This is an optimization exercise on Yosys and OpenROAD, whose aim is small area, a short achievable clock period and few clock cycles per item, not a production implementation.

T:
// crc_generator
module crc_generator(
input clk,reset,
input s_axis_input_tvalid,
output logic s_axis_input_tready,
input [7:0]s_axis_input_tdata,
input s_axis_input_tlast,
output logic m_axis_output_tvalid,
input  m_axis_output_tready,
output logic [7:0]m_axis_output_tdata,
output logic m_axis_output_tlast
    );
For scale: roughly 24 I/O pins.
==> module crc_generator, before the edit <==
module crc_generator(
input clk,reset,
input s_axis_input_tvalid,
output logic s_axis_input_tready,
input [7:0]s_axis_input_tdata,
input s_axis_input_tlast,
output logic m_axis_output_tvalid,
input  m_axis_output_tready,
output logic [7:0]m_axis_output_tdata,
output logic m_axis_output_tlast
    );
logic [23:0] crc;
logic        fold;           
logic        first;          
logic [7:0]  skid_data;
logic        skid_valid;
logic [1:0]  emit_cnt;       
logic        emit;           
wire s_fire  = s_axis_input_tvalid & s_axis_input_tready;
wire o_free  = ~m_axis_output_tvalid | m_axis_output_tready;
wire ld_crc  = emit & ~skid_valid;
wire o_load  = o_free & (skid_valid | emit | s_axis_input_tvalid);
wire skid_take = s_fire & (skid_valid | emit | ~o_free);
wire [23:0] crc_fold = crc24_d8(crc, m_axis_output_tdata);
wire [23:0] crc_cur  = fold ? crc_fold : crc;
function [23:0] crc24_d8(input [23:0] c, input [7:0] d);
    integer k;
    reg [23:0] r;
    begin
        r = c;
        for (k = 7; k >= 0; k = k - 1)
            r = {r[22:0], 1'b0} ^ ((d[k] ^ r[23]) ? 24'h864CFB : 24'h0);
        crc24_d8 = r;
    end
endfunction
wire [1:0] emit_cnt_n = (s_fire & s_axis_input_tlast) ? 2'd3 :
                        (o_free & ld_crc) ? emit_cnt - 2'd1 : emit_cnt;
wire       skid_valid_n = skid_take | (skid_valid & ~o_free);
always @(posedge clk) begin
    if (reset) begin
        fold <= 1'b0;
        first <= 1'b1;
        skid_valid <= 1'b0;
        emit_cnt <= 2'd0;
        emit <= 1'b0;
        m_axis_output_tvalid <= 1'b0;
        m_axis_output_tdata <= 8'h0;
        m_axis_output_tlast <= 1'b0;
        s_axis_input_tready <= 1'b1;
    end else begin
        fold <= o_load;
        if (o_load)
            first <= 1'b0;
        skid_valid <= skid_valid_n;
        emit_cnt <= emit_cnt_n;
        emit <= (emit_cnt_n != 2'd0);
        if (o_free)
            m_axis_output_tvalid <= o_load;
        if (o_load) begin
            m_axis_output_tdata <= skid_valid ? skid_data :
                                   emit ? crc_cur[23:16] : s_axis_input_tdata;
            m_axis_output_tlast <= ld_crc & (emit_cnt == 2'd1);
        end
        s_axis_input_tready <= ~skid_valid_n & (emit_cnt_n == 2'd0);
    end
end
always @(posedge clk) begin
    if (first)
        crc <= 24'h0;
    else if (fold)
        crc <= crc_fold;
    if (skid_take)
        skid_data <= s_axis_input_tdata;
end
endmodule
Settings: LEC_CHECK=0, CAP_MARGIN=20, CORE_MARGIN=2, CORE_UTILIZATION=50, SETUP_SLACK_MARGIN=3.5, SLEW_MARGIN=20; clock period 5.5 ns.
run.sh (not shown) runs the stock make flow with config.mk's settings and CLKGATE_MAP_FILE= SYNTH_SCRIPT=/design/flow/synth_recipe.tcl, a recipe that flattens the netlist after the stock synthesis.
T completed every stage of the flow, and the final layout passed the timing, design-rule and antenna checks.
The following lists how P was set up differently from T:
==> flow/design.v <==
`timescale 1ns / 1ps
module crc_generator(
input clk,reset,
input s_axis_input_tvalid,
output logic s_axis_input_tready,
input [7:0]s_axis_input_tdata,
input s_axis_input_tlast,
output logic m_axis_output_tvalid,
input  m_axis_output_tready,
output logic [7:0]m_axis_output_tdata,
output logic m_axis_output_tlast
    );
logic [23:0] crc;
logic [7:0]  skid_data;
logic        skid_valid;
logic [1:0]  emit_cnt;       
logic        emit;           
logic        first;          
wire s_fire  = s_axis_input_tvalid & s_axis_input_tready;
wire o_free  = ~m_axis_output_tvalid | m_axis_output_tready;
wire ld_crc  = emit & ~skid_valid;
wire o_load  = o_free & (skid_valid | emit | s_axis_input_tvalid);
wire skid_take = s_fire & (skid_valid | emit | ~o_free);
wire [23:0] crc_next = first ? 24'h0 : crc24_d8(crc, m_axis_output_tdata);
function [23:0] crc24_d8(input [23:0] c, input [7:0] d);
    integer k;
    reg [23:0] r;
    begin
        r = c;
        for (k = 7; k >= 0; k = k - 1)
            r = {r[22:0], 1'b0} ^ ((d[k] ^ r[23]) ? 24'h864CFB : 24'h0);
        crc24_d8 = r;
    end
endfunction
wire [1:0] emit_cnt_n = (s_fire & s_axis_input_tlast) ? 2'd3 :
                        (o_free & ld_crc) ? emit_cnt - 2'd1 : emit_cnt;
wire       skid_valid_n = skid_take | (skid_valid & ~o_free);
always @(posedge clk) begin
    if (reset) begin
        skid_valid <= 1'b0;
        emit_cnt <= 2'd0;
        emit <= 1'b0;
        first <= 1'b1;
        m_axis_output_tvalid <= 1'b0;
        s_axis_input_tready <= 1'b1;
    end else begin
        if (o_load)
            first <= 1'b0;
        skid_valid <= skid_valid_n;
        emit_cnt <= emit_cnt_n;
        emit <= (emit_cnt_n != 2'd0);
        if (o_free)
            m_axis_output_tvalid <= o_load;
        s_axis_input_tready <= ~skid_valid_n & (emit_cnt_n == 2'd0);
    end
end
always @(posedge clk) begin
    if (o_load) begin
        crc <= crc_next;
        m_axis_output_tdata <= skid_valid ? skid_data :
                               emit ? crc_next[23:16] : s_axis_input_tdata;
        m_axis_output_tlast <= ld_crc & (emit_cnt == 2'd1);
    end
    if (skid_take)
        skid_data <= s_axis_input_tdata;
end
endmodule
Findings:
Looking at netlist area before placement, P sits about 7% lower than T does. Max cell count along the critical path across P and T: T. Re count of clock-buffer cells in the layout: no difference whatsoever between P and T. The lower clock period minus final worst setup slack of P and T is in T. Clock slew at the register clock pins of the worst setup and hold paths essentially unchanged between T and P.
No run of this note included a check of the RTL's function; only the layout flow was run.

[what the ideal ports hide]
The results above use ideal ports. As a check the final layouts listed here were re-extracted and re-timed, cells and wires unchanged. Step 1, drivers: a clkbuf_16 drives clk and a buf_2 each remaining input, both assumed. Step 2 adds t to the input delays and takes it off the output delays; t is the mean of the earliest and latest rising clock arrival at the registers after step 1. Input paths then give back, and output paths get back, about the clock's delay inside the block. Slacks: ideal ports / drivers / drivers and shift; pairs: ideal ports / drivers.
run | t, ns | slack for setup (ns) | worst setup path at the end
T | 0.335 | 3.443 / 3.427 / 3.155 | input to register
P | 0.333 | 3.369 / 3.369 / 3.237 | input to register
After both steps setup and hold are still met in every run listed. The setup slack of T, which loses most, moves by -0.016 ns with the drivers and by -0.288 ns with both steps.
